This design comes from an exercise in tuning for small area and a short achievable clock period on the open sky130 flow, not from production work.
The RTL was checked by simulation tests, not by an equivalence proof against the original design.

<file path="flow/flow/run.sh">
#!/bin/bash
# Own layout flow: the standard flow's synthesis script and layout, with these changes
# in how the layout is made:
#  - synthesis leaves the arithmetic to ABC instead of first mapping full
#    and half adders to fixed adder cells (ADDER_MAP_FILE empty); the
#    registers, their names and cell types are the same as the standard
#    synthesis gives;
#  - the port buffers are buf_2 cells instead of the resizer's default pick;
set -euo pipefail
bash standard.sh ADDER_MAP_FILE= synth > synth.log 2>&1
bash standard.sh ADDER_MAP_FILE= SETUP_SLACK_MARGIN=9.7 TNS_END_PERCENT=0 "BUFFER_PORTS_ARGS=-buffer_cell sky130_fd_sc_hd__buf_2" finish > layout.log 2>&1
</file>
<file path="flow/standard.sh">
#!/bin/bash
# synth_recipe.tcl (not shown) runs the flow's synth.tcl, then flattens the netlist and writes it again
# the make line also repeats each setting of config.mk as NAME=value (left out here)
make -C /OpenROAD-flow-scripts/flow DESIGN_CONFIG=/design/flow/config.mk WORK_HOME=/design/flow/orfs CLKGATE_MAP_FILE= SYNTH_SCRIPT=/design/flow/synth_recipe.tcl "${@:-finish}"
</file>
<file path="flow/config.mk">
export PLATFORM = sky130hd
export DESIGN_NAME = top_level
export DESIGN_NICKNAME = top_level
export VERILOG_FILES = /design/flow/design.v
export SDC_FILE = /design/flow/constraint.sdc
export NUM_CORES = 4
export LEC_CHECK = 0
export ABC_AREA = 1
export CAP_MARGIN = 20
export CORE_MARGIN = 2
export CORE_UTILIZATION = 65
export PLACE_DENSITY = 0.75
export SLEW_MARGIN = 20
</file>
<file path="flow/constraint.sdc">
create_clock -name core_clock -period 13.5 [get_ports {clk}]
set_input_delay 2.7000 -clock core_clock [delete_from_list [all_inputs] [get_ports {clk}]]
set_output_delay 2.7000 -clock core_clock [all_outputs]
set_load 0.01 [all_outputs]
</file>
<file path="flow/design.v">
module top_level(f1,f2,p,in_1,in_2,out,clk,clk2);
input [7:0]in_1, in_2;
input clk;
input clk2;
input [15:0]p;   
input [15:0]f1,f2;  
output [15:0]out;
wire       nz1_d, nz2_d;
wire [2:0] k1_d, k2_d;
wire [6:0] xf1_d, xf2_d;
convert cv1 (.int8(in_1), .nz(nz1_d), .k(k1_d), .xf(xf1_d));
convert cv2 (.int8(in_2), .nz(nz2_d), .k(k2_d), .xf(xf2_d));
reg        nz1, nz2, s1, s2;
reg  [4:0] be1, be2;
reg  [2:0] k1, k2;
reg  [6:0] xf1, xf2;
reg  [9:0] bm1, bm2;
reg  [12:0] t31, t32;    
always @(posedge clk) begin
  t31 <= {2'b00, 1'b1, f1[9:0]} + {1'b0, 1'b1, f1[9:0], 1'b0};
  t32 <= {2'b00, 1'b1, f2[9:0]} + {1'b0, 1'b1, f2[9:0], 1'b0};
  nz1 <= nz1_d;  nz2 <= nz2_d;
  be1 <= f1[14:10]; be2 <= f2[14:10];
  k1  <= k1_d;      k2  <= k2_d;
  xf1 <= xf1_d;  xf2 <= xf2_d;
  s1  <= f1[15]; s2  <= f2[15];
  bm1 <= f1[9:0]; bm2 <= f2[9:0];
end
wire [18:7] P1_d, P2_d;
mult mu1 (.xf(xf1), .bm(bm1), .B3(t31), .P(P1_d));
mult mu2 (.xf(xf2), .bm(bm2), .B3(t32), .P(P2_d));
wire [15:0] m1_d, m2_d;
mult_norm mn1 (.nz(nz1), .s(s1), .e0(be1 + {2'b00, k1}), .P(P1_d), .C(m1_d));
mult_norm mn2 (.nz(nz2), .s(s2), .e0(be2 + {2'b00, k2}), .P(P2_d), .C(m2_d));
reg [15:0] m1, m2;
always @(posedge clk) begin
  m1 <= m1_d;
  m2 <= m2_d;
end
wire [14:0] sR_d;
wire [4:0]  sLe_d;
wire        sLs_d, sbz_d;
sadd_front sa1 (.A(m1), .B(m2), .R(sR_d), .Le(sLe_d), .Ls(sLs_d), .bz(sbz_d));
reg [14:0] sR;
reg [4:0]  sLe;
reg        sLs, sbz;
always @(posedge clk) begin
  sR  <= sR_d;
  sLe <= sLe_d;
  sLs <= sLs_d;
  sbz <= sbz_d;
end
wire [15:0] S_sum;
normalize  no1 (.R(sR), .Le(sLe), .Ls(sLs), .bz(sbz), .Z(S_sum));
wire [15:0] Y;
wire        ge_d;
wire [4:0]  sha_d, shb_d;
acc_pre ap (.T(S_sum), .p(p), .o(out), .sel(clk2), .Y(Y), .ge(ge_d), .sha(sha_d), .shb(shb_d));
reg [15:0] aA, aB;
reg        age;
reg [4:0]  asha, ashb;
always @(posedge clk) begin
  aA   <= S_sum;
  aB   <= Y;
  age  <= ge_d;
  asha <= sha_d;
  ashb <= shb_d;
end
wire [13:0] oML, oMS;
wire [4:0]  oLe;
wire        oLs, oop, obz;
wire [14:0] oR;
wire [15:0] out_d;
shift_adder sa2 (.A(aA), .B(aB), .ge(age), .sha(asha), .shb(ashb), .ML(oML), .MS(oMS), .Le(oLe), .Ls(oLs), .op(oop), .bz(obz));
main_adder  ma2 (.ML(oML), .MS(oMS), .op(oop), .R(oR));
normalize   no2 (.R(oR), .Le(oLe), .Ls(oLs), .bz(obz), .Z(out_d));
reg [15:0] rout;
always @(posedge clk) rout <= out_d;
assign out = rout;
endmodule
module convert(int8, nz, k, xf);
input  [7:0] int8;
output       nz;
output [2:0] k;
output [6:0] xf;
wire [7:0] x = int8;
wire [7:0] h;
assign h[7] = x[7];
assign h[6] = ~x[7] & x[6];
assign h[5] = ~|x[7:6] & x[5];
assign h[4] = ~|x[7:5] & x[4];
assign h[3] = ~|x[7:4] & x[3];
assign h[2] = ~|x[7:3] & x[2];
assign h[1] = ~|x[7:2] & x[1];
assign h[0] = ~|x[7:1] & x[0];
genvar j, q;
generate
  for (j = 0; j < 7; j = j + 1) begin : bitj
    wire [7:0] t;
    for (q = 0; q < 8; q = q + 1) begin : pos
      if (j - 7 + q >= 0) begin : v
        assign t[q] = h[q] & x[j - 7 + q];
      end else begin : z
        assign t[q] = 1'b0;
      end
    end
    assign xf[j] = |t;
  end
endgenerate
assign nz = |x;
assign k[2] = |x[7:4];
assign k[1] = h[7] | h[6] | h[3] | h[2];
assign k[0] = h[7] | h[5] | h[3] | h[1];
endmodule
module csa #(parameter W = 19) (A, B, D, S, C);
input  [W-1:0] A, B, D;
output [W-1:0] S, C;
assign S = A ^ B ^ D;
wire [W-1:0] m = (A & B) | (A & D) | (B & D);
assign C = {m[W-2:0], 1'b0};
endmodule
module mult(xf, bm, B3, P);
input  [6:0]  xf;
input  [9:0]  bm;
input  [12:0] B3;
output [18:7] P;
wire [7:0]  a = {1'b1, xf};
wire [12:0] B1 = {2'b00, 1'b1, bm};
wire [12:0] B2 = {1'b0, 1'b1, bm, 1'b0};
wire [12:0] q0, q1, q2, q3;
rowsel u_r0 (.d(a[1:0]), .B1(B1), .B2(B2), .B3(B3), .R(q0));
rowsel u_r1 (.d(a[3:2]), .B1(B1), .B2(B2), .B3(B3), .R(q1));
rowsel u_r2 (.d(a[5:4]), .B1(B1), .B2(B2), .B3(B3), .R(q2));
assign q3 = a[6] ? B3 : B2;
wire [18:0] r0 = {6'd0, q0};
wire [18:0] r1 = {4'd0, q1, 2'd0};
wire [18:0] r2 = {2'd0, q2, 4'd0};
wire [18:0] r3 = {q3[12:0], 6'd0};
wire [18:0] s1, c1, s2, c2;
csa l1 (.A(r0), .B(r1), .D(r2), .S(s1), .C(c1));
csa l2 (.A(s1), .B(c1), .D(r3), .S(s2), .C(c2));
wire [18:0] p = s2 + c2;
assign P = p[18:7];
endmodule
module rowsel(d, B1, B2, B3, R);
input  [1:0]  d;
input  [12:0] B1, B2, B3;
output [12:0] R;
wire h1 = ~d[1] &  d[0];
wire h2 =  d[1] & ~d[0];
wire h3 =  d[1] &  d[0];
assign R = ({13{h1}} & B1) | ({13{h2}} & B2) | ({13{h3}} & B3);
endmodule
module mult_norm(nz, s, e0, P, C);
input         nz;
input         s;
input  [4:0]  e0;
input  [18:7] P;
output [15:0] C;
wire       n  = P[18];
wire [4:0] e1;
adder #(.W(5)) u_e1 (.A(e0), .B(5'd0), .ci(1'b1), .S(e1));
wire [9:0] m  = n ? P[17:8] : P[16:7];
wire [4:0] E  = n ? e1 : e0;
assign C = nz ? {s, E, m} : 16'h0000;
endmodule
module main_adder(ML, MS, op, R);
input  [13:0] ML, MS;
input         op;
output [14:0] R;
adder #(.W(15)) u_add (.A({1'b0, ML}), .B({op, MS ^ {14{op}}}), .ci(op), .S(R));
endmodule
module norm_hi(R, Le, R2, E1);
input  [14:0] R;
input  [4:0]  Le;
output [14:0] R2;
output [4:0]  E1;
wire        z8 = ~|R[14:7];
wire [14:0] Ra = z8 ? {R[6:0], 8'b0} : R;
wire        z4 = ~|Ra[14:11];
wire [14:0] Rb = z4 ? {Ra[10:0], 4'b0} : Ra;
wire        z2 = ~|Rb[14:13];
assign R2 = z2 ? {Rb[12:0], 2'b0} : Rb;
wire [4:0] c [0:7];
genvar j;
generate
  for (j = 0; j < 8; j = j + 1) begin : cand
    adder #(.W(5)) u_c (.A(Le), .B(5'd1 - 5'd2 * j), .ci(1'b0), .S(c[j]));
  end
endgenerate
wire [4:0] e0 = z8 ? (z4 ? c[6] : c[4]) : (z4 ? c[2] : c[0]);
wire [4:0] e1 = z8 ? (z4 ? c[7] : c[5]) : (z4 ? c[3] : c[1]);
assign E1 = z2 ? e1 : e0;
endmodule
module norm_lo(R2, E1, Ls, bz, Z);
input  [14:0] R2;
input  [4:0]  E1;
input         Ls;
input         bz;
output [15:0] Z;
wire        z1 = ~R2[14];
wire [9:0]  mt = z1 ? R2[12:3] : R2[13:4];
wire [4:0]  d1;
adder #(.W(5)) u_d1 (.A(E1), .B(5'd31), .ci(1'b0), .S(d1));
wire [4:0]  E  = z1 ? d1 : E1;
assign Z = bz ? 16'h0000 : {Ls, E, mt};
endmodule
module normalize(R, Le, Ls, bz, Z);
input  [14:0] R;
input  [4:0]  Le;
input         Ls;
input         bz;
output [15:0] Z;
wire [14:0] R2;
wire [4:0]  E1;
norm_hi u_h (.R(R), .Le(Le), .R2(R2), .E1(E1));
norm_lo u_l (.R2(R2), .E1(E1), .Ls(Ls), .bz(bz), .Z(Z));
endmodule
module acc_pre(T, p, o, sel, Y, ge, sha, shb);
input  [15:0] T, p, o;
input         sel;
output [15:0] Y;
output        ge;
output [4:0]  sha, shb;
wire ge_p, ge_o;
compare_adder #(.W(15)) u_cp (.A(T[14:0]), .B(p[14:0]), .ge(ge_p));
compare_adder #(.W(15)) u_co (.A(T[14:0]), .B(o[14:0]), .ge(ge_o));
wire [4:0] dtp, dpt, dto, dot;
adder #(.W(5)) u_tp (.A(T[14:10]), .B(~p[14:10]), .ci(1'b1), .S(dtp));
adder #(.W(5)) u_pt (.A(p[14:10]), .B(~T[14:10]), .ci(1'b1), .S(dpt));
adder #(.W(5)) u_to (.A(T[14:10]), .B(~o[14:10]), .ci(1'b1), .S(dto));
adder #(.W(5)) u_ot (.A(o[14:10]), .B(~T[14:10]), .ci(1'b1), .S(dot));
assign Y   = sel ? p : o;
assign ge  = sel ? ge_p : ge_o;
assign sha = sel ? dtp : dto;
assign shb = sel ? dpt : dot;
endmodule
module compare_adder #(parameter W = 15) (A, B, ge);
input  [W-1:0] A, B;
output         ge;
localparam N = (W <= 1) ? 1 : (W <= 2) ? 2 : (W <= 4) ? 4 : (W <= 8) ? 8 : (W <= 16) ? 16 : 32;
localparam LV = (N == 1) ? 0 : (N == 2) ? 1 : (N == 4) ? 2 : (N == 8) ? 3 : (N == 16) ? 4 : 5;
wire [N-1:0] gt0, lt0;
genvar i, l;
generate
  for (i = 0; i < N; i = i + 1) begin : leaf
    if (i < W) begin : b
      assign gt0[i] = A[i] & ~B[i];
      assign lt0[i] = ~A[i] & B[i];
    end else begin : z
      assign gt0[i] = 1'b0;
      assign lt0[i] = 1'b0;
    end
  end
  for (l = 0; l <= LV; l = l + 1) begin : lvl
    wire [(N >> l)-1:0] gt, lt;
    if (l == 0) begin : base
      assign gt = gt0;
      assign lt = lt0;
    end else begin : comb
      for (i = 0; i < (N >> l); i = i + 1) begin : node
        wire gh = lvl[l-1].gt[2*i+1], lh = lvl[l-1].lt[2*i+1];
        wire gl = lvl[l-1].gt[2*i],   ll = lvl[l-1].lt[2*i];
        assign gt[i] = gh | (~lh & gl);
        assign lt[i] = lh | (~gh & ll);
      end
    end
  end
endgenerate
assign ge = ~lvl[LV].lt[0];
endmodule
module shift_adder(A, B, ge, sha, shb, ML, MS, Le, Ls, op, bz);
input  [15:0] A, B;
input         ge;
input  [4:0]  sha, shb;
output [13:0] ML, MS;
output [4:0]  Le;
output        Ls;
output        op;
output        bz;
wire [15:0] L = ge ? A : B;
wire [9:0]  Sm = ge ? B[9:0] : A[9:0];
wire [4:0]  sh = ge ? sha : shb;
assign ML = {1'b1, L[9:0], 3'b000};
assign MS = {1'b1, Sm, 3'b000} >> sh;
assign Le = L[14:10];
assign Ls = L[15];
assign op = A[15] ^ B[15];
assign bz = (A == 16'h0000) & (B == 16'h0000);
endmodule
module sadd_front(A, B, R, Le, Ls, bz);
input  [15:0] A, B;
output [14:0] R;
output [4:0]  Le;
output        Ls;
output        bz;
wire ge;
compare_adder #(.W(15)) u_c (.A(A[14:0]), .B(B[14:0]), .ge(ge));
wire [5:0] d_ab;
wire [4:0] d_ba;
adder #(.W(6)) u_ab (.A({1'b0, A[14:10]}), .B(~{1'b0, B[14:10]}), .ci(1'b1), .S(d_ab));
adder #(.W(5)) u_ba (.A(B[14:10]), .B(~A[14:10]), .ci(1'b1), .S(d_ba));
wire        gE  = ~d_ab[5];                     
wire        eqE = (A[14:10] == B[14:10]);
wire [9:0]  Xm  = gE ? B[9:0] : A[9:0];
wire [4:0]  sh  = gE ? d_ab[4:0] : d_ba;
wire [13:0] MX  = {1'b1, Xm, 3'b000} >> sh;
wire [15:0] L   = ge ? A : B;
wire [13:0] MS  = (eqE & ~ge) ? {1'b1, A[9:0], 3'b000} : MX;
wire        op  = A[15] ^ B[15];
main_adder u_add (.ML({1'b1, L[9:0], 3'b000}), .MS(MS), .op(op), .R(R));
assign Le = L[14:10];
assign Ls = L[15];
assign bz = (A == 16'h0000) & (B == 16'h0000);
endmodule
module adder #(parameter W = 15) (A, B, ci, S);
input  [W-1:0] A, B;
input          ci;
output [W-1:0] S;
localparam LV = (W <= 2) ? 1 : (W <= 4) ? 2 : (W <= 8) ? 3 : (W <= 16) ? 4 : 5;
wire [W:0] g0 = {A & B, ci};
wire [W:0] p0 = {A ^ B, 1'b0};
genvar i, l;
generate
  for (l = 0; l <= LV; l = l + 1) begin : lvl
    wire [W:0] g, p;
    if (l == 0) begin : base
      assign g = g0;
      assign p = p0;
    end else begin : comb
      for (i = 0; i <= W; i = i + 1) begin : node
        if ((i >> (l-1)) & 1) begin : op
          localparam integer J = ((i >> (l-1)) << (l-1)) - 1;
          assign g[i] = lvl[l-1].g[i] | (lvl[l-1].p[i] & lvl[l-1].g[J]);
          assign p[i] = lvl[l-1].p[i] & lvl[l-1].p[J];
        end else begin : pass
          assign g[i] = lvl[l-1].g[i];
          assign p[i] = lvl[l-1].p[i];
        end
      end
    end
  end
endgenerate
assign S = p0[W:1] ^ lvl[LV].g[W-1:0];
endmodule
module mux(in1, in2, sel, out);
input  [15:0] in1, in2;
input         sel;
output [15:0] out;
assign out = sel ? in2 : in1;
endmodule
</file>
==> results.toml, run 1 <==
[synthesis]
ys.flop_type = "dfxtp_1"
synth_cells = 2820
ys_top_cells_by_area = "dfxtp_1 (23%), nand2_1 (20%), inv_1 (9.0%)"
synth-seq-cells = 190
synth_area_um2 = 16280
yosysUniqueCellTypes = 63
synth.avg_cell_area_um2 = 5.774
async_flop_share = 0
synth_top_area_frac = 0.2336
synth_seq_area_share = 0.2336
yosysTopAreaCell = "dfxtp_1"
yosys_warnings = 2
synth_edf_count = 0
syn_nets = 2886

[cts]
htreeDepth = 4
ctsHoldBuffers = 0
cts_buffers = 17
clockRootBuffer = "clkbuf_16"
clk_path_buf_depth = 2
path_clk_slew_ns = 0.07
clock_sinks = 190
cts_tree = "done"
clk_latency_ns = 0.44

[drt]
viasPerCell = 5.619
wl_mm = 46.86
drtPass1Iterations = 9
vias = 18430
wl_per_cell_um = 14.29
ant_nets = 0
first_iter_violations = 1846
drc = 0

[worst_setup_path]
worst-path-buf-inv = 4
critPathLaunch = "age"
critical_path.max_stage_delay_ns = 0.40
cp.arrival_ns = 4.36
r2r_start = "age"
start_kind = "flip-flop"
r2r_slack_ns = 9.52
cp_common_cell = "nand2_1"
slowest_stage = "dfxtp_4"
rr_worst_depth = 30
critical-path-top-delay-family = "simple AND/OR/NAND/NOR gates"
critPathMaxFanout = 21
crit_path_end_kind = "flip-flop"
cp-endpoint = "rout[6]"
worstSetupPathType = "reg2reg"
path_depth = 30
crit-reg2reg-capture = "rout[6]"
required_ns = 13.87

[floorplanning]
die_x_um = 162.3
die-area_um2 = 26330
core.rowCount = 57
ios = 82
core_area_um2 = 24460
initial_utilization = 0.6656
dieHeight_um = 162.3

[timing]
clock_skew_ns = 0.01509
setup_viol = 0
timing.final.crit_period_ns = 3.984
tightest_slew_ns = 0.9719
rsz0062_at_grt = "true"
hold_viol = 0
slew_headroom = 0.3461
setup_tns_ns = 0
whs_ns = 0.4245
drv_slew = 0
min_period_over_period = 0.2951
fmax_mhz = 251.0

[global_route]
antenna_found_initial = 0
overflow = 0
grt_pass1_vias = 16280
grt_usage = 0.3423
grt_max_degree = 31
grt_pass1_wl_mm = 74.36

[place]
dp.cells = 3175
port_buffers = 81
dp_hpwl_mm = 35.50
place.gp.congestion = 0.9748

[flow_run]
cap_violations = 0

[worst_hold_path]
hold_path.class = "reg2reg"

[finish]
final_nets = 3009
syn2layout_area_growth_pct = 14.09
utilization = 0.7593
stdcell_count = 3280
n_antenna_cell = 0
final_layout_size_suffix_gt1_frac = 0.1407
nFillCells = 1963

[status]
status = "timing/DRC/antenna clean"
[cell families after synthesis]
kind of cell	synth area share
buf+inv	0.1133
xor+xnor	0.07516
flops	0.2336
mux	0.006840
compound gates	0.1720
simple gates	0.3991
[synth_stat cells, types with 6 or more instances]
| library cell | count |
|---|---|
| a21boi_0 | 8 |
| a21o_1 | 7 |
| a21oi_1 | 102 |
| a221oi_1 | 7 |
| a31oi_1 | 13 |
| and2_1 | 6 |
| buf_2 | 13 |
| buf_6 | 7 |
| clkbuf_1 | 25 |
| dfxtp_1 | 190 |
| inv_1 | 390 |
| inv_2 | 22 |
| mux2i_1 | 10 |
| nand2_1 | 848 |
| nand2_2 | 13 |
| nand3_1 | 172 |
| nand3_2 | 6 |
| nand3b_1 | 6 |
| nand4_1 | 28 |
| nor2_1 | 334 |
| nor2_2 | 6 |
| nor2_4 | 9 |
| nor3_1 | 26 |
| nor4_1 | 17 |
| o211ai_1 | 12 |
| o21ai_0 | 210 |
| o21ai_1 | 25 |
| o21ai_2 | 8 |
| o221ai_1 | 17 |
| o22ai_1 | 41 |
| or2_1 | 13 |
| or2_2 | 36 |
| xnor2_1 | 47 |
| xor2_1 | 89 |
[per-stage QoR]
step / instance area [um^2] / setup slack (ns)
finish: 18580 / 9.516
global route: 18580 / 9.274
CTS: 18060 / 9.578
detailed placement: 16830 / 8.577
global placement: 16830 / 8.769
floorplan: 16290 / 9.689
[what timing repair did]
item | in CTS | in global routing
pin swaps | 27 | 32
gates cloned | 4 | 1
resized for setup | 80 | 88
buffers inserted | 39 | 29
setup endpoints to repair | 68 | 73
[tightest hold or removal path, cell delays in order (launching register included)]
cell,delay (ns)
dfxtp_1,0.30
inv_1,0.05
nor2_1,0.04
[worst min path at each step]
stage | startpoint | end | slack, ns | depth (start not counted)
2_1_floorplan | sLs | aA[15] | 0.39 | 2
3_3_place_gp | sLs | aA[15] | 0.40 | 2
3_5_place_dp | sLs | aA[15] | 0.42 | 2
4_1_cts | sLs | aA[15] | 0.42 | 2
5_1_grt | sLs | aA[15] | 0.45 | 2
6_report | sLs | aA[15] | 0.42 | 2
[metal layers]
metal,share of wire,up-vias,GRT usage
met4,0.036,0,0.1348
met1,0.41,8156,0.4229
li1,-,9262,-
met5,0,-,0
met2,0.48,861,0.6041
met3,0.075,151,0.04494
[cell type report]
type,instances,area (um^2),share of cell area
timing repair inverter,1,5.005,0.0002694
multi-input combinational,2166,11200,0.6031
sequential,190,3817,0.2055
clock inverter,12,98.84,0.005321
tap,324,405.4,0.02182
timing repair buffer,151,1006,0.05416
clock buffer,20,446.7,0.02405
inverter,416,1594,0.08581
[cell usage in the layout (no fill, tap or decap), types with 13 or more instances in the layout]
cell type	count
nand2_1	801
inv_1	385
nor2_1	314
o21ai_0	200
dfxtp_1	183
nand3_1	161
a21oi_1	99
xor2_1	85
buf_2	81
buf_4	65
nand2_2	49
xnor2_1	46
o22ai_1	41
or2_2	36
o21ai_1	30
nand4_1	28
nor3_1	24
inv_2	20
nor2_4	18
nor2_2	18
nor4_1	17
clkbuf_16	17
nand3_2	15
o221ai_1	15
nand2_4	14
a31oi_1	13
[flip-flops by register name, indices dropped and copies added (netlist names), 7 cells and up]
| signal | flops |
|---|---|
| bm1 | 9 |
| t32 | 13 |
| m2 | 16 |
| sR | 15 |
| aB | 16 |
| aA | 16 |
| t31 | 13 |
| bm2 | 9 |
| m1 | 16 |
| xf1 | 7 |
| rout | 16 |
| xf2 | 7 |
==> run 2, diff against run 1 <==
--- a/flow/config.mk
+++ b/flow/config.mk
@@ -8,6 +8,6 @@
 export ABC_AREA = 1
 export CAP_MARGIN = 20
 export CORE_MARGIN = 2
-export CORE_UTILIZATION = 65
-export PLACE_DENSITY = 0.75
+export CORE_UTILIZATION = 55
+export PLACE_DENSITY = 0.7
 export SLEW_MARGIN = 20
==> run 2 against run 1 <==
Still clean on timing, DRC and antenna. Critical path type unchanged. Clock-buffer cell count is 2 lower. Highest routed layer is now met5. Sequential share of layout area decreased by 0.43 points.
==> results.toml, run 2 <==
[status]
status = "timing/DRC/antenna clean"

[synthesis]
ys_top_cells_by_area = "dfxtp_1 (23%), nand2_1 (20%), inv_1 (9.0%)"
synth_seq_area_share = 0.2336
yosys_warnings = 2
synth_top_area_frac = 0.2336
yosysUniqueCellTypes = 63
synth-seq-cells = 190
syn_nets = 2886
yosysMostFrequentCell = "nand2_1"
synth_edf_count = 0
synth_common_cells = "nand2_1 (848), inv_1 (390), nor2_1 (334), o21ai_0 (210), dfxtp_1 (190)"
async_flop_share = 0
synth_cells = 2820
yosysTopAreaCell = "dfxtp_1"
synth.avg_cell_area_um2 = 5.774
ys.flop_type = "dfxtp_1"
synth_area_um2 = 16280

[drt]
ant_nets = 0
wl_per_cell_um = 13.85
drtPass1Iterations = 5
drc = 0
first_iter_violations = 1539
wl_mm = 46.44
vias = 18110
viasPerCell = 5.401

[cts]
clock_sinks = 190
path_clk_slew_ns = 0.08
cts_buffers = 17
clk_latency_ns = 0.46
htreeDepth = 4
clockRootBuffer = "clkbuf_16"
cts_tree = "done"
clk_path_buf_depth = 2

[timing]
slew_headroom = 0.3396
setup_viol = 0
drv_slew = 0
clock_skew_ns = 0.01656
tightest_slew_ns = 0.9815
rsz0062_at_grt = "true"
min_period_over_period = 0.2957
timing.final.crit_period_ns = 3.991
hold_viol = 0
setup_tns_ns = 0
fmax_mhz = 250.5

[floorplanning]
core_area_um2 = 28940
die-area_um2 = 31000
die_x_um = 176.1
core.rowCount = 62
dieHeight_um = 176.1
ios = 82
initial_utilization = 0.5627

[worst_hold_path]
min-delay-start = "s2"
hold_path.class = "reg2reg"
hold_depth = 2

[global_route]
use_met2 = 0.5036
grt.busiest_layer = "met2"
antenna_found_initial = 1
grt_usage = 0.2933
grt_pass1_wl_mm = 75.16
grtUsageMet3 = 0.05534
met1_usage = 0.3708
overflow = 0
grt_max_degree = 31
grt_pass1_vias = 15990

[place]
postPlaceCellArea_um2 = 16910
port_buffers = 81
dp_hpwl_mm = 35.01
place.gp.congestion = 0.9631
dp.cells = 3236

[worst_setup_path]
cp_common_cell = "nand2_1"
crit_path_end_kind = "flip-flop"
r2r_slack_ns = 9.51
critical_path.max_stage_delay_ns = 0.37
required_ns = 13.84
critPathLaunch = "age"
crit-reg2reg-capture = "rout[6]"
start_kind = "flip-flop"
rr_worst_depth = 32
cp.arrival_ns = 4.33
r2r_start = "age"
slowest_stage = "dfxtp_4"
critPathMaxFanout = 7
worstSetupPathType = "reg2reg"
cp-endpoint = "rout[6]"

[finish]
syn2layout_area_growth_pct = 16.54
final_nets = 3023
multi_input_area_um2 = 11320
final_area_um2 = 18980
final_cell_mix = "nand2_1 (797), inv_1 (384), nor2_1 (316)"
final_layout_size_suffix_gt1_frac = 0.1499
final_common_cell = "nand2_1"
n_antenna_cell = 0
stdcell_count = 3353
nFillCells = 2714
seqCellArea_um2 = 3817

[flow_run]
cap_violations = 0
-- run 2: cell counts after synthesis --
Identical to the previous run, type by type.
-- run 2: repair_timing --
item / in CTS / in global routing
endpoints found under the setup margin: 67 / 77
pin swaps: 54 / 30
hold buffers: 0 / 0
resized for setup: 127 / 62
cloned: 8 / 0
setup buffers: 48 / 30
-- run 2: worst min path at each step --
| stage | endpoint | slack [ns] |
|---|---|---|
| detailed placement | m2[15] | 0.42 |
| global route | m2[15] | 0.46 |
| finish | m2[15] | 0.43 |
| floorplan | aA[15] | 0.39 |
| global placement | m2[15] | 0.40 |
| CTS | m2[15] | 0.43 |
-- run 2: cells by family after synthesis --
| group | Yosys count | share of synthesized area |
|---|---|---|
| flops | 190 | 0.2336 |
| buf+inv | 467 | 0.1133 |
| compound gates | 482 | 0.1720 |
| mux | 11 | 0.006840 |
| xor+xnor | 138 | 0.07516 |
| simple gates | 1532 | 0.3991 |
-- run 2: final cells by class --
type,count,area share
inverter,416,0.08407
clock buffer,18,0.02314
tap,384,0.02532
timing repair buffer,163,0.06046
clock inverter,13,0.008901
multi-input combinational,2168,0.5965
sequential,190,0.2012
timing repair inverter,1,0.0003956
-- run 2: through the flow --
stage / util / setup WS [ns] / hold slack, ns
2_1_floorplan: - / 9.689 / 0.3883
3_3_place_gp: 0.5845 / 8.912 / 0.4002
3_5_place_dp: 0.5845 / 8.778 / 0.4199
4_1_cts: 0.6399 / 9.655 / 0.4346
5_1_grt: 0.6558 / 9.269 / 0.4570
6_report: 0.6558 / 9.509 / 0.4332
-- run 2: metal layers --
layer  up-vias  routed length, um  share of wire
li1       9310                  -              -
met1      8042              20380           0.44
met2       639              21880           0.47
met3       115               2903          0.063
met4         2               1258          0.027
met5         -                 13        0.00028
-- run 2: worst max-delay path, delay by kind of cell, from the launching register on --
family	cells	cell delay, ns
AND/OR/NAND/NOR	21	2.12
buffers and inverters	7	0.98
AO/OA/AOI/OAI	4	0.40
flip-flops	1	0.37
==> run 3, diff against run 2 <==
--- a/flow/flow/run.sh
+++ b/flow/flow/run.sh
@@ -8,4 +8,4 @@
 #  - the port buffers are buf_2 cells instead of the resizer's default pick;
 set -euo pipefail
 bash standard.sh ADDER_MAP_FILE= synth > synth.log 2>&1
-bash standard.sh ADDER_MAP_FILE= SETUP_SLACK_MARGIN=9.7 TNS_END_PERCENT=0 "BUFFER_PORTS_ARGS=-buffer_cell sky130_fd_sc_hd__buf_2" finish > layout.log 2>&1
+bash standard.sh ADDER_MAP_FILE= SETUP_SLACK_MARGIN=10 TNS_END_PERCENT=0 "BUFFER_PORTS_ARGS=-buffer_cell sky130_fd_sc_hd__buf_2" finish > layout.log 2>&1
--- a/flow/config.mk
+++ b/flow/config.mk
@@ -8,6 +8,6 @@
 export ABC_AREA = 1
 export CAP_MARGIN = 20
 export CORE_MARGIN = 2
-export CORE_UTILIZATION = 55
-export PLACE_DENSITY = 0.7
+export CORE_UTILIZATION = 65
+export PLACE_DENSITY = 0.75
 export SLEW_MARGIN = 20
==> run 3 against run 2 <==
Fmax fell by 8.0%. Cell count fell by 1.7%. Synthesized area did not move. Critical endpoint unchanged. Wire length rose by 11%. Via count rose by 6.9%. Critical path type unchanged. Core utilization rose by 13 points.
==> results.toml, run 3 <==
[cts]
path_clk_slew_ns = 0.07
clockRootBuffer = "clkbuf_16"
clk_path_buf_depth = 2
ctsHoldBuffers = 0
htreeDepth = 4
clock_sinks = 190
clk_latency_ns = 0.44
cts_tree = "done"
cts_buffers = 17

[worst_setup_path]
start_kind = "flip-flop"
r2r_slack_ns = 9.16
critPathMaxFanout = 9
crit_path_end_kind = "flip-flop"
critical_path.max_stage_delay_ns = 0.39
r2r_start = "age"
slowest_stage = "dfxtp_4"
cp.arrival_ns = 4.66
cp_common_cell = "nand2_2"
worstSetupPathType = "reg2reg"
crit-reg2reg-capture = "rout[6]"
required_ns = 13.82
rr_worst_depth = 32

[timing]
clock_skew_ns = 0.02020
setup_tns_ns = 0
hold_viol = 0
setup_viol = 0
rsz0062_at_grt = "true"
timing.final.crit_period_ns = 4.339
min_period_over_period = 0.3214
slew_headroom = 0.1673
whs_ns = 0.4048
drv_slew = 0
tightest_slew_ns = 1.238
fmax_mhz = 230.5

[floorplanning]
core_area_um2 = 24460
initial_utilization = 0.6656
ios = 82
die-area_um2 = 26330
dieHeight_um = 162.3
die_x_um = 162.3
core.rowCount = 57

[worst_hold_path]
hold_depth = 2
min-delay-start = "sLs"
whs_endpoint = "aA[15]"
hold_path.class = "reg2reg"

[drt]
wl_mm = 51.61
first_iter_violations = 2399
drc = 0
drtPass1Iterations = 10
viasPerCell = 5.872
vias = 19360
wl_per_cell_um = 15.65
ant_nets = 0

[synthesis]
syn_nets = 2886
synth_cells = 2820
synth_seq_area_share = 0.2336
async_flop_share = 0
yosysUniqueCellTypes = 63
synth-seq-cells = 190
synth_common_cells = "nand2_1 (848), inv_1 (390), nor2_1 (334), o21ai_0 (210), dfxtp_1 (190)"
synth_area_um2 = 16280
yosysMostFrequentCell = "nand2_1"
ys.flop_type = "dfxtp_1"
synth_edf_count = 0
synth.avg_cell_area_um2 = 5.774
yosysTopAreaCell = "dfxtp_1"
synth_top_area_frac = 0.2336
ys_top_cells_by_area = "dfxtp_1 (23%), nand2_1 (20%), inv_1 (9.0%)"
yosys_warnings = 2

[place]
postPlaceCellArea_um2 = 16960
dp.cells = 3175
dp_hpwl_mm = 35.78
port_buffers = 81
place.gp.congestion = 0.9743

[global_route]
antenna_found_initial = 2
grt_usage = 0.3581
grt_pass1_vias = 16990
grt_max_degree = 31
overflow = 0
grt_pass1_wl_mm = 78.03

[finish]
n_antenna_cell = 0
syn2layout_area_growth_pct = 18.54
final_layout_size_suffix_gt1_frac = 0.1742
final_area_um2 = 19300
final_nets = 3029
stdcell_count = 3297
final_common_cell = "nand2_1"
final_cell_mix = "nand2_1 (772), inv_1 (379), nor2_1 (308)"

[flow_run]
cap_violations = 0

[status]
status = "timing/DRC/antenna clean"
[run 3: worst max path at each step]
stage	startpoint	endpoint	cells past startpoint
after floorplan	f2[4]	t32[10]	12
after global placement	age	rout[6]	29
after detailed placement	age	rout[6]	29
after CTS	age	rout[4]	34
after global routing	age	rout[9]	32
final	age	rout[6]	32
[run 3: area by class of cell]
cell class | instances | area (um^2)
tap | 324 | 405.4
timing repair inverter | 1 | 8.758
multi-input combinational | 2168 | 11680
clock buffer | 19 | 452.9
fill | 1842 | 5161
sequential | 190 | 3824
inverter | 416 | 1615
timing repair buffer | 169 | 1182
clock inverter | 10 | 128.9
[run 3: routing by layer]
layer	global-route usage	routed length, um
met5	0	30
met2	0.6290	24100
met3	0.04648	4828
met1	0.4347	19770
met4	0.1677	2884
[run 3: timing repair]
item	4_1_cts	5_1_grt
setup endpoints to repair	110	113
gates resized for setup	146	119
pin swaps	59	69
gates cloned	5	3
endpoints found under the hold margin	0	0
buffers inserted	52	33
[run 3: critical path: cells and delay by family (launching register included)]
| family | cells | cell delay [ns] |
|---|---|---|
| AO/OA/AOI/OAI | 2 | 0.27 |
| buffers and inverters | 5 | 0.48 |
| flip-flops | 1 | 0.39 |
| AND/OR/NAND/NOR | 25 | 3.05 |
[run 3: cell families (layout without fill, tap and decap cells)]
logic type	count (synthesis)	in the layout	share of synthesized area
and+or+nand+nor	1532	1535	0.3991
DFF	190	190	0.2336
AOI/OAI and AO/OA	482	484	0.1720
muxes	11	11	0.006840
xor gates and xnor gates	138	138	0.07516
buffers and inverters	467	615	0.1133
[run 3: metrics by stage]
stage | worst slack, ns | util
2_1_floorplan | 9.768 | -
3_3_place_gp | 8.858 | 0.6935
4_1_cts | 9.687 | 0.7588
3_5_place_dp | 8.661 | 0.6935
6_report | 9.162 | 0.7890
5_1_grt | 8.890 | 0.7890
==> run 4, diff against run 3 <==
--- a/flow/flow/run.sh
+++ b/flow/flow/run.sh
@@ -8,4 +8,4 @@
 #  - the port buffers are buf_2 cells instead of the resizer's default pick;
 set -euo pipefail
 bash standard.sh ADDER_MAP_FILE= synth > synth.log 2>&1
-bash standard.sh ADDER_MAP_FILE= SETUP_SLACK_MARGIN=10 TNS_END_PERCENT=0 "BUFFER_PORTS_ARGS=-buffer_cell sky130_fd_sc_hd__buf_2" finish > layout.log 2>&1
+bash standard.sh ADDER_MAP_FILE= SETUP_SLACK_MARGIN=9.5 TNS_END_PERCENT=0 "BUFFER_PORTS_ARGS=-buffer_cell sky130_fd_sc_hd__buf_2" finish > layout.log 2>&1
==> run 4 against run 3 <==
Cell count is 0.61% lower. Clock skew fell by 0.0068 ns. Critical path depth is 1 higher. Design area down 2.5%. Global-route usage decreased by 2.3 points. Die area stayed put. Synthesized area did not move. Sequential cell count stayed put. Core utilization fell by 2.0 points. Worst hold slack lost 0.011 ns. Clock-buffer cell count increased by 1. Critical endpoint is now rout[14].
==> results.toml, run 4 <==
[status]
status = "timing/DRC/antenna clean"

[synthesis]
yosysUniqueCellTypes = 63
yosysMostFrequentCell = "nand2_1"
async_flop_share = 0
synth.avg_cell_area_um2 = 5.774
synth_common_cells = "nand2_1 (848), inv_1 (390), nor2_1 (334), o21ai_0 (210), dfxtp_1 (190)"
ys_top_cells_by_area = "dfxtp_1 (23%), nand2_1 (20%), inv_1 (9.0%)"
synth_top_area_frac = 0.2336
yosys_warnings = 2
synth_seq_area_share = 0.2336
synth_cells = 2820
synth_area_um2 = 16280
yosysTopAreaCell = "dfxtp_1"
synth_edf_count = 0
ys.flop_type = "dfxtp_1"
synth-seq-cells = 190
syn_nets = 2886

[global_route]
antenna_found_initial = 0
grt_pass1_wl_mm = 73.42
overflow = 0
grt_max_degree = 31
grt_pass1_vias = 16220
grt_usage = 0.3356

[timing]
tightest_slew_ns = 1.073
hold_viol = 0
setup_viol = 0
rsz0062_at_grt = "true"
drv_slew = 0
setup_tns_ns = 0
fmax_mhz = 235.3
timing.final.crit_period_ns = 4.250
slew_headroom = 0.2779
min_period_over_period = 0.3148
clock_skew_ns = 0.01340

[worst_setup_path]
critical-path-top-delay-family = "simple AND/OR/NAND/NOR gates"
required_ns = 13.83
cp_common_cell = "nand2_1"
critical_path.max_stage_delay_ns = 0.37
critPathMaxFanout = 6
cp.arrival_ns = 4.58
worst-path-buf-inv = 7
start_kind = "flip-flop"
crit_path_end_kind = "flip-flop"
worstSetupPathType = "reg2reg"
slowest_stage = "dfxtp_4"

[cts]
clock_sinks = 190
cts_tree = "done"
cts_buffers = 17
clk_latency_ns = 0.44
clockRootBuffer = "clkbuf_16"
ctsHoldBuffers = 0
clk_path_buf_depth = 2
path_clk_slew_ns = 0.07
htreeDepth = 4

[drt]
drtPass1Iterations = 7
ant_nets = 0
viasPerCell = 5.680
drc = 0
first_iter_violations = 1918
wl_per_cell_um = 14.66
vias = 18610
wl_mm = 48.03

[floorplanning]
die_x_um = 162.3
core.rowCount = 57
dieHeight_um = 162.3
core_area_um2 = 24460
die-area_um2 = 26330
initial_utilization = 0.6656
ios = 82

[finish]
final_layout_size_suffix_gt1_frac = 0.1487
nFillCells = 1971
n_antenna_cell = 0
final_area_um2 = 18810
final_cell_mix = "nand2_1 (788), inv_1 (389), nor2_1 (314)"
final_common_cell = "nand2_1"
multi_input_area_um2 = 11360
syn2layout_area_growth_pct = 15.54
seqCellArea_um2 = 3814
final_nets = 3006

[flow_run]
cap_violations = 0

[place]
place.gp.congestion = 0.9773
port_buffers = 81
postPlaceCellArea_um2 = 16820
dp_hpwl_mm = 35.61

[worst_hold_path]
hold_path.class = "reg2reg"
[run 4: cell counts after synthesis]
Identical to the previous run, type by type.
[run 4: worst min-delay path: stages, from the launching register on]
cell and delay, ns:
dfxtp_1 0.30, inv_1 0.04, nor2_1 0.03
[run 4: area by class of cell]
type	instances	share of cell area
Multi-Input combinational cell	2165	0.6039
Clock inverter	12	0.008513
Timing Repair Buffer	150	0.05640
Tap cell	324	0.02155
Clock buffer	20	0.02321
Inverter	416	0.08367
Sequential cell	190	0.2027
[run 4: what timing repair did]
action                                  4_1_cts  5_1_grt
endpoints found under the setup margin       50       65
cloned                                        1        4
resized for setup                            33      164
buffers inserted                             17       48
hold endpoints to repair                      0        0
pin swaps                                    13       61
[run 4: logic make-up (layout without fill, tap and decap cells)]
kind of cell	after synthesis	after routing	share of synthesized area
mux	11	11	0.006840
compound gates	482	483	0.1720
xor+xnor	138	138	0.07516
buf+inv	467	598	0.1133
simple gates	1532	1533	0.3991
flops	190	190	0.2336
[run 4: final timing paths]
kind | start | end | slack (ns) | depth (start not counted)
min | sLs | aA[15] | 0.39 | 2
min reg2reg | sLs | aA[15] | 0.39 | 2
max reg2reg | age | rout[14] | 9.25 | 33
max | age | rout[14] | 9.25 | 33
[run 4: metrics by stage]
step	utilization	hold WS (ns)	setup slack [ns]	cells
CTS	0.7250	0.3985	9.437	3225
global route	0.7690	0.4214	9.036	3277
global placement	0.6876	0.3969	8.766	3175
finish	0.7690	0.3941	9.250	3277
floorplan	-	0.3883	9.644	2820
detailed placement	0.6876	0.3983	8.597	3175
[run 4: per-layer routing]
layer	vias up	wire [um]	track usage	share of wire
li1	9269	-	-	-
met1	8289	19270	0.4144	0.40
met2	875	22970	0.5938	0.48
met3	179	3585	0.03856	0.075
met4	0	2203	0.1384	0.046
met5	-	0	0	0
==> run 5, diff against run 4 <==
--- a/flow/flow/run.sh
+++ b/flow/flow/run.sh
@@ -8,4 +8,4 @@
 #  - the port buffers are buf_2 cells instead of the resizer's default pick;
 set -euo pipefail
 bash standard.sh ADDER_MAP_FILE= synth > synth.log 2>&1
-bash standard.sh ADDER_MAP_FILE= SETUP_SLACK_MARGIN=9.5 TNS_END_PERCENT=0 "BUFFER_PORTS_ARGS=-buffer_cell sky130_fd_sc_hd__buf_2" finish > layout.log 2>&1
+bash standard.sh ADDER_MAP_FILE= SETUP_SLACK_MARGIN=9.85 TNS_END_PERCENT=0 "BUFFER_PORTS_ARGS=-buffer_cell sky130_fd_sc_hd__buf_2" finish > layout.log 2>&1
==> run 5 against run 4 <==
Still clean. Synthesized area unchanged. Worst hold slack improved by 0.011 ns. Critical path depth decreased by 1. Non-clock buffer count increased by 19. Via count increased by 4.0%. Core utilization increased by 2.0 points. Clock-buffer cell count decreased by 1. Critical path type unchanged. Largest cell class unchanged.
==> results.toml, run 5 <==
[worst_setup_path]
cp_common_cell = "nand2_2"
critical_path.max_stage_delay_ns = 0.39
worstSetupPathType = "reg2reg"
slowest_stage = "dfxtp_4"
required_ns = 13.82
critPathMaxFanout = 9
cp.arrival_ns = 4.66
start_kind = "flip-flop"
crit_path_end_kind = "flip-flop"

[synthesis]
synth_top_family_by_area = "simple AND/OR/NAND/NOR gates"
synth_common_cells = "nand2_1 (848), inv_1 (390), nor2_1 (334), o21ai_0 (210), dfxtp_1 (190)"
yosysTopAreaCell = "dfxtp_1"
synth_compound_area_frac = 0.1720
async_flop_share = 0
yosys_warnings = 2
synthMuxAreaShare = 0.006839
synthAdderAreaFrac = 0
yosysUniqueCellTypes = 63
synth.avg_cell_area_um2 = 5.774
ys_top_cells_by_area = "dfxtp_1 (23%), nand2_1 (20%), inv_1 (9.0%)"
synth_top_area_frac = 0.2336
synth_seq_area_share = 0.2336
synthSimpleGateAreaFrac = 0.3991
yosysMostFrequentCell = "nand2_1"
syn_nets = 2886
ys.flop_type = "dfxtp_1"
synth_cells = 2820
synth_edf_count = 0
synthXorXnorAreaFrac = 0.07516
synth_area_um2 = 16280
synth-seq-cells = 190

[status]
status = "timing/DRC/antenna clean"

[drt]
vias = 19360
first_iter_violations = 2399
viasPerCell = 5.872
drtPass1Iterations = 10
ant_nets = 0
wl_per_cell_um = 15.65
wl_mm = 51.61
drc = 0

[place]
port_buffers = 81
dp_hpwl_mm = 35.78
place.gp.congestion = 0.9743
postPlaceCellArea_um2 = 16960

[floorplanning]
die_x_um = 162.3
dieHeight_um = 162.3
initial_utilization = 0.6656
die-area_um2 = 26330
core.rowCount = 57
core_area_um2 = 24460
ios = 82

[cts]
clk_path_buf_depth = 2
clk_latency_ns = 0.44
ctsHoldBuffers = 0
clock_sinks = 190
path_clk_slew_ns = 0.07
clockRootBuffer = "clkbuf_16"
cts_buffers = 17
cts_tree = "done"
htreeDepth = 4

[timing]
timing.final.crit_period_ns = 4.339
tightest_slew_ns = 1.238
setup_viol = 0
rsz0062_at_grt = "true"
fmax_mhz = 230.5
slew_headroom = 0.1673
clock_skew_ns = 0.02020
drv_slew = 0
setup_tns_ns = 0
hold_viol = 0
min_period_over_period = 0.3214

[worst_hold_path]
hold_path.class = "reg2reg"

[flow_run]
cap_violations = 0

[finish]
final_area_um2 = 19300
nFillCells = 1842
syn2layout_area_growth_pct = 18.54
n_antenna_cell = 0
final_cell_mix = "nand2_1 (772), inv_1 (379), nor2_1 (308)"
final_common_cell = "nand2_1"
final_nets = 3029
final_layout_size_suffix_gt1_frac = 0.1742

[global_route]
grt_usage = 0.3581
grt_pass1_wl_mm = 78.03
antenna_found_initial = 2
grt_max_degree = 31
grt_pass1_vias = 16990
overflow = 0
-- run 5: changes by cell type in the layout (fill, tap and decap cells not counted), moves of 5 or more --
cell,change
nand3_1,-13
nor2_1,-6
buf_4,+15
nand2_8,+7
nand2_4,+5
inv_1,-10
nand2_1,-16
nand2_2,+5
nor2_4,+7
o21ai_0,-5
inv_4,+5
clkinvlp_4,+5
buf_6,+5
nand3_2,+15
-- run 5: through the flow --
stage | instances | utilization | hold slack (ns) | setup slack [ns]
finish | 3297 | 0.7890 | 0.4048 | 9.162
global route | 3297 | 0.7890 | 0.4164 | 8.890
CTS | 3261 | 0.7588 | 0.4044 | 9.687
detailed placement | 3175 | 0.6935 | 0.3950 | 8.661
global placement | 3175 | 0.6935 | 0.4014 | 8.858
floorplan | 2820 | - | 0.3883 | 9.768
-- run 5: what timing repair did --
action | CTS | global route
setup endpoints to repair | 89 | 97
buffers inserted | 52 | 33
pin swaps | 59 | 69
hold endpoints to repair | 0 | 0
gates cloned | 5 | 3
resized for setup | 146 | 119
-- run 5: final cells by class --
| class | instances | area, um^2 | share of cell area |
|---|---|---|---|
| inverter | 416 | 1615 | 0.08369 |
| timing repair buffer | 169 | 1182 | 0.06126 |
| clock inverter | 10 | 128.9 | 0.006677 |
| sequential | 190 | 3824 | 0.1981 |
| clock buffer | 19 | 452.9 | 0.02347 |
| tap | 324 | 405.4 | 0.02100 |
| multi-input combinational | 2168 | 11680 | 0.6053 |
| timing repair inverter | 1 | 8.758 | 0.0004538 |
-- run 5: routing by layer --
metal	GRT usage	part of all wire	vias to the layer above
met1	0.4347	0.38	8550
met5	0	0.00058	-
met3	0.04648	0.094	299
met2	0.6290	0.47	1185
met4	0.1677	0.056	4
li1	-	-	9323
-- run 5: path summary, 6_finish.rpt --
kind,cells after the start,from,endpoint,slack [ns]
min,2,sLs,aA[15],0.40
max,32,age,rout[6],9.16
max reg2reg,32,age,rout[6],9.16
min reg2reg,2,sLs,aA[15],0.40
-- run 5: critical path, delay by kind of cell (launching register included) --
family	cells	cell delay, ns
compound gates	2	0.27
buf+inv	5	0.48
flops	1	0.39
simple gates	25	3.05
-- run 5: kinds of logic (layout without fill, tap and decap cells) --
| group | Yosys count | after routing |
|---|---|---|
| and+or+nand+nor | 1532 | 1535 |
| AOI/OAI and AO/OA | 482 | 484 |
| buffers and inverters | 467 | 615 |
| DFF | 190 | 190 |
| xor gates and xnor gates | 138 | 138 |
| muxes | 11 | 11 |
==> run 6, diff against run 5 <==
--- a/flow/design.v
+++ b/flow/design.v
@@ -181,16 +181,14 @@
 wire [14:0] Rb = z4 ? {Ra[10:0], 4'b0} : Ra;
 wire        z2 = ~|Rb[14:13];
 assign R2 = z2 ? {Rb[12:0], 2'b0} : Rb;
-wire [4:0] c [0:7];
-genvar j;
-generate
-  for (j = 0; j < 8; j = j + 1) begin : cand
-    adder #(.W(5)) u_c (.A(Le), .B(5'd1 - 5'd2 * j), .ci(1'b0), .S(c[j]));
-  end
-endgenerate
-wire [4:0] e0 = z8 ? (z4 ? c[6] : c[4]) : (z4 ? c[2] : c[0]);
-wire [4:0] e1 = z8 ? (z4 ? c[7] : c[5]) : (z4 ? c[3] : c[1]);
-assign E1 = z2 ? e1 : e0;
+wire [4:0] u, u8, v, v4, w, w2;
+adder #(.W(5)) u_u  (.A(Le), .B(5'd1),  .ci(1'b0), .S(u));
+adder #(.W(5)) u_u8 (.A(u),  .B(5'd24), .ci(1'b0), .S(u8));
+assign v = z8 ? u8 : u;
+adder #(.W(5)) u_v4 (.A(v),  .B(5'd28), .ci(1'b0), .S(v4));
+assign w = z4 ? v4 : v;
+adder #(.W(5)) u_w2 (.A(w),  .B(5'd30), .ci(1'b0), .S(w2));
+assign E1 = z2 ? w2 : w;
 endmodule
 module norm_lo(R2, E1, Ls, bz, Z);
 input  [14:0] R2;
--- a/flow/flow/run.sh
+++ b/flow/flow/run.sh
@@ -8,4 +8,4 @@
 #  - the port buffers are buf_2 cells instead of the resizer's default pick;
 set -euo pipefail
 bash standard.sh ADDER_MAP_FILE= synth > synth.log 2>&1
-bash standard.sh ADDER_MAP_FILE= SETUP_SLACK_MARGIN=9.85 TNS_END_PERCENT=0 "BUFFER_PORTS_ARGS=-buffer_cell sky130_fd_sc_hd__buf_2" finish > layout.log 2>&1
+bash standard.sh ADDER_MAP_FILE= SETUP_SLACK_MARGIN=9.7 TNS_END_PERCENT=0 "BUFFER_PORTS_ARGS=-buffer_cell sky130_fd_sc_hd__buf_2" finish > layout.log 2>&1
==> run 6 against run 5 <==
Still clean on timing, DRC and antenna. Cell count down 1.8%. Synthesized cell count down 2.0%. Critical path depth down 2.
==> results.toml, run 6 <==
[worst_setup_path]
critPathMaxFanout = 8
slowest_stage = "dfxtp_4"
cp_common_cell = "nand2_1"
start_kind = "flip-flop"
worstSetupPathType = "reg2reg"
crit_path_end_kind = "flip-flop"
r2r_start = "age"
r2r_slack_ns = 9.26
crit-reg2reg-capture = "rout[1]"
cp.arrival_ns = 4.59
rr_worst_depth = 30
critical_path.max_stage_delay_ns = 0.36
required_ns = 13.85

[cts]
clk_latency_ns = 0.44
path_clk_slew_ns = 0.08
cts_buffers = 17
clk_path_buf_depth = 2
clockRootBuffer = "clkbuf_16"
htreeDepth = 4
clock_sinks = 190
cts_tree = "done"

[synthesis]
ys_top_cells_by_area = "dfxtp_1 (24%), nand2_1 (21%), inv_1 (8.8%)"
yosysMostFrequentCell = "nand2_1"
yosysTopAreaCell = "dfxtp_1"
synth_cells = 2764
synth_common_cells = "nand2_1 (881), inv_1 (379), nor2_1 (315), dfxtp_1 (190), o21ai_0 (184)"
synth.avg_cell_area_um2 = 5.826
synth-seq-cells = 190
syn_nets = 2830
yosysUniqueCellTypes = 63
synth_edf_count = 0
ys.flop_type = "dfxtp_1"
synth_top_area_frac = 0.2362
yosys_warnings = 1
synth_seq_area_share = 0.2362
synth_area_um2 = 16100
async_flop_share = 0

[drt]
vias = 18680
ant_nets = 0
drtPass1Iterations = 9
viasPerCell = 5.768
wl_mm = 49.02
wl_per_cell_um = 15.13
first_iter_violations = 2074
drc = 0

[finish]
final_layout_size_suffix_gt1_frac = 0.1561
final_cell_mix = "nand2_1 (828), inv_1 (369), nor2_1 (296)"
nFillCells = 1958
final_nets = 2968
n_antenna_cell = 0
multi_input_area_um2 = 11330
syn2layout_area_growth_pct = 16.33
seqCellArea_um2 = 3821
final_common_cell = "nand2_1"

[global_route]
grt_usage = 0.3588
grt_pass1_wl_mm = 77.60
grt_pass1_vias = 17050
overflow = 0
grt_max_degree = 32
antenna_found_initial = 0

[worst_hold_path]
min-delay-start = "sLs"
whs_endpoint = "aA[15]"
hold_depth = 2
hold_path.class = "reg2reg"

[floorplanning]
ios = 82
die_x_um = 161.4
dieHeight_um = 161.4
core.rowCount = 57
core_area_um2 = 24320
initial_utilization = 0.6621
die-area_um2 = 26050

[place]
place.gp.congestion = 1.044
dp_hpwl_mm = 35.64
port_buffers = 81

[timing]
tightest_slew_ns = 0.8640
clock_skew_ns = 0.01679
hold_viol = 0
rsz0062_at_grt = "true"
slew_headroom = 0.4179
min_period_over_period = 0.3143
fmax_mhz = 235.7
setup_viol = 0
drv_slew = 0
setup_tns_ns = 0
timing.final.crit_period_ns = 4.243

[status]
status = "timing/DRC/antenna clean"

[flow_run]
cap_violations = 0
==> run 6: changes by cell type after synthesis, sizes merged, moves of 7 or more <==
cell and delta:
a21oi +8, a221oi +7, inv -23, nand2 +37, nand3 -24, nor2 -19
o21ai -42, o22ai -10
==> run 6: metal layers <==
metal / global-route usage / wire [um]
met1: 0.4132 / 18850
met4: 0.2009 / 2714
met5: 0 / 0
met2: 0.6401 / 23660
met3: 0.04828 / 3802
==> run 6: worst max-delay path by stage <==
| stage | slack, ns | cells past startpoint | to | start |
|---|---|---|---|---|
| 2_1_floorplan | 9.63 | 13 | t32[10] | f2[3] |
| 3_3_place_gp | 8.75 | 31 | rout[14] | age |
| 3_5_place_dp | 8.65 | 28 | rout[6] | age |
| 4_1_cts | 9.62 | 33 | rout[14] | age |
| 5_1_grt | 9.03 | 38 | rout[14] | age |
| 6_report | 9.26 | 30 | rout[1] | age |
==> run 6: timing repair <==
action,in CTS,in global routing
endpoints found under the setup margin,72,77
pin swaps,44,47
gates resized for setup,122,103
hold buffers,0,0
setup buffers,46,31
cloned,8,1
==> run 6: logic make-up after synthesis <==
logic type,synth area share
buffers and inverters,0.1089
muxes,0.008780
DFF,0.2362
AOI/OAI and AO/OA,0.1686
and+or+nand+nor,0.3989
xor gates and xnor gates,0.07856
==> run 6: final cells by class <==
class / count / share of cell area
Multi-Input combinational cell: 2139 / 0.6049
Inverter: 392 / 0.08063
Sequential cell: 190 / 0.2040
Clock buffer: 19 / 0.02365
Timing Repair Buffer: 161 / 0.05858
Timing Repair inverter: 1 / 0.0004008
Clock inverter: 13 / 0.006212
Tap cell: 324 / 0.02164
==> run 6: through the flow <==
step                hold slack, ns  cell area, um^2  worst slack [ns]  cells    util
floorplan                   0.3864            16130             9.629   2764       -
global placement            0.4167            16680             8.754   3121  0.6857
detailed placement          0.4097            16680             8.654   3121  0.6857
CTS                         0.4176            18170             9.616   3207  0.7470
global route                0.4435            18730             9.033   3239  0.7702
finish                      0.4129            18730             9.257   3239  0.7702
==> run 6: worst max-delay path: cells and delay by family, from the launching register on <==
kind                   cells  cell delay [ns]
AND/OR/NAND/NOR           18             2.08
buffers and inverters      7             0.81
AO/OA/AOI/OAI              5             0.88
flip-flops                 1             0.36
==> run 7, diff against run 6 <==
--- a/flow/flow/run.sh
+++ b/flow/flow/run.sh
@@ -8,4 +8,4 @@
 #  - the port buffers are buf_2 cells instead of the resizer's default pick;
 set -euo pipefail
 bash standard.sh ADDER_MAP_FILE= synth > synth.log 2>&1
-bash standard.sh ADDER_MAP_FILE= SETUP_SLACK_MARGIN=9.7 TNS_END_PERCENT=0 "BUFFER_PORTS_ARGS=-buffer_cell sky130_fd_sc_hd__buf_2" finish > layout.log 2>&1
+bash standard.sh ADDER_MAP_FILE= SETUP_SLACK_MARGIN=9.6 TNS_END_PERCENT=0 "BUFFER_PORTS_ARGS=-buffer_cell sky130_fd_sc_hd__buf_2" finish > layout.log 2>&1
==> run 7 against run 6 <==
Synthesized cell count did not move. Register-to-register slack better by 0.18 ns. Cell count is 1.1% lower. Clock-buffer cell count down 2. Design area down 3.1%. Critical path depth decreased by 1. Core utilization decreased by 2.4 points. First-iteration DRC count is the same. Clock skew is 0.0047 ns higher. Highest routed layer unchanged.
==> results.toml, run 7 <==
[cts]
cts_buffers = 17
path_clk_slew_ns = 0.08
clk_path_buf_depth = 2
clock_sinks = 190
cts_tree = "done"
clockRootBuffer = "clkbuf_16"
htreeDepth = 4
clk_latency_ns = 0.45

[synthesis]
synth_area_um2 = 16100
synth-seq-cells = 190
synth_edf_count = 0
yosysMostFrequentCell = "nand2_1"
yosysTopAreaCell = "dfxtp_1"
synth_top_area_frac = 0.2362
yosysUniqueCellTypes = 63
ys_top_cells_by_area = "dfxtp_1 (24%), nand2_1 (21%), inv_1 (8.8%)"
synth_common_cells = "nand2_1 (881), inv_1 (379), nor2_1 (315), dfxtp_1 (190), o21ai_0 (184)"
ys.flop_type = "dfxtp_1"
synth.avg_cell_area_um2 = 5.826
syn_nets = 2830
synth_cells = 2764
async_flop_share = 0
yosys_warnings = 1
synth_seq_area_share = 0.2362

[worst_setup_path]
cp_common_cell = "nand2_1"
critPathMaxFanout = 16
cp.arrival_ns = 4.40
slowest_stage = "dfxtp_4"
required_ns = 13.84
r2r_start = "age"
critical-path-top-delay-family = "simple AND/OR/NAND/NOR gates"
start_kind = "flip-flop"
crit-reg2reg-capture = "rout[14]"
crit_path_end_kind = "flip-flop"
worst-path-buf-inv = 4
r2r_slack_ns = 9.44
critical_path.max_stage_delay_ns = 0.38
worstSetupPathType = "reg2reg"
rr_worst_depth = 29

[place]
postPlaceCellArea_um2 = 16660
dp_hpwl_mm = 35.39
place.gp.congestion = 1.001
port_buffers = 81
dp.cells = 3121
dp_worst_setup_slack_ns = 8.592

[timing]
clock_skew_ns = 0.02145
whs_ns = 0.4508
hold_viol = 0
finalWorstSetupSlack_ns = 9.435
min_period_over_period = 0.3011
drv_slew = 0
timing.final.crit_period_ns = 4.065
tightest_slew_ns = 0.7246
rsz0062_at_grt = "true"
setup_tns_ns = 0
slew_headroom = 0.5118
setup_viol = 0
fmax_mhz = 246.0

[finish]
stdcell_count = 3204
utilization = 0.7465
final_layout_size_suffix_gt1_frac = 0.1233
n_antenna_cell = 0
final_area_um2 = 18150
final_common_cell = "nand2_1"
final_nets = 2933
syn2layout_area_growth_pct = 12.74
final_cell_mix = "nand2_1 (847), inv_1 (373), nor2_1 (304)"

[drt]
wl_mm = 45.74
ant_nets = 0
wl_per_cell_um = 14.28
vias = 17950
viasPerCell = 5.601
drtPass1Iterations = 9
drc = 0
first_iter_violations = 2074

[worst_hold_path]
whs_endpoint = "aA[15]"
hold_path.class = "reg2reg"
min-delay-start = "sLs"
hold_depth = 2

[flow_run]
cap_violations = 0

[global_route]
overflow = 0
antenna_found_initial = 0
grt_usage = 0.3440
grt_pass1_wl_mm = 74.39
grt_max_degree = 32
grt_pass1_vias = 16420

[floorplanning]
ios = 82
die_x_um = 161.4
dieHeight_um = 161.4
die-area_um2 = 26050
core_area_um2 = 24320
core.rowCount = 57
initial_utilization = 0.6621

[status]
status = "timing/DRC/antenna clean"
run 7: worst max path at each step:
stage,cells after the start,start,endpoint
global route,30,m2[11],sR[11]
finish,29,age,rout[14]
global placement,28,age,rout[6]
floorplan,13,f2[1],t32[10]
detailed placement,33,age,rout[14]
CTS,34,age,rout[14]
run 7: layer usage:
metal / wire length (um) / share of wire / track usage / up-vias
li1: - / - / - / 9048
met1: 18580 / 0.41 / 0.4060 / 7914
met2: 21670 / 0.47 / 0.6049 / 821
met3: 3131 / 0.068 / 0.04674 / 162
met4: 2352 / 0.051 / 0.1855 / 0
met5: 0 / 0 / 0 / -
run 7: repair_timing:
action                                  in CTS  in global routing
setup buffers                               20                 27
hold buffers                                 0                  0
endpoints found under the setup margin      67                 70
gates cloned                                 3                  1
resized for setup                           53                 67
pin swaps                                   10                 38
run 7: worst register-to-register path: cells and delay by family, from the launching register on:
family / cells / cell delay [ns]
AOI/OAI and AO/OA: 2 / 0.36
xor gates and xnor gates: 1 / 0.25
buffers and inverters: 4 / 0.38
DFF: 1 / 0.38
and+or+nand+nor: 22 / 2.62
run 7: kinds of logic after synthesis:
family,count (synthesis),synth area share
XOR/XNOR,139,0.07856
buffers and inverters,442,0.1089
multiplexers,14,0.008780
AO/OA/AOI/OAI,458,0.1686
flip-flops,190,0.2362
AND/OR/NAND/NOR,1521,0.3989
run 7: layout make-up:
class                      instances  area [um^2]
fill                            2051         6166
clock inverter                    15        185.2
clock buffer                      17        425.4
inverter                         392         1508
timing repair buffer             131        868.3
tap                              324        405.4
multi-input combinational       2135        10950
sequential                       190         3811

port drivers added, routing unchanged:
Ports are ideal in the flow. The routed layouts listed here were re-timed in OpenROAD.
Step 1 sets driving cells, clkbuf_16 on the clock port and buf_2 on the other inputs (assumed; they add their load-dependent delay and slew).
Step 2 also shifts input and output timing later by t, the mid clock arrival at the registers, as if the neighbouring blocks saw the same clock.
a / b / c = ideal ports / drivers / drivers and shift; a / b = the first two.
run | t, ns | setup WS [ns] | worst setup path after step 2 | slew at the worst register clock pin (ns)
run 1 | 0.482 | 9.516 / 9.516 / 9.307 | input to register | 0.08 / 0.08
run 2 | 0.504 | 9.509 / 9.509 / 9.175 | input to register | 0.08 / 0.08
run 3 | 0.482 | 9.161 / 9.161 / 9.161 | register to register | 0.08 / 0.08
run 4 | 0.482 | 9.250 / 9.250 / 9.237 | input to register | 0.08 / 0.08
run 5 | 0.482 | 9.161 / 9.161 / 9.161 | register to register | 0.08 / 0.08
run 6 | 0.490 | 9.257 / 9.257 / 9.027 | input to register | 0.08 / 0.08
run 7 | 0.486 | 9.435 / 9.435 / 8.994 | input to register | 0.08 / 0.08
After both steps setup and hold are still met in every run listed. For run 7, which loses most, drivers alone change the setup slack by 0.000 ns; drivers and shift together by -0.441 ns.
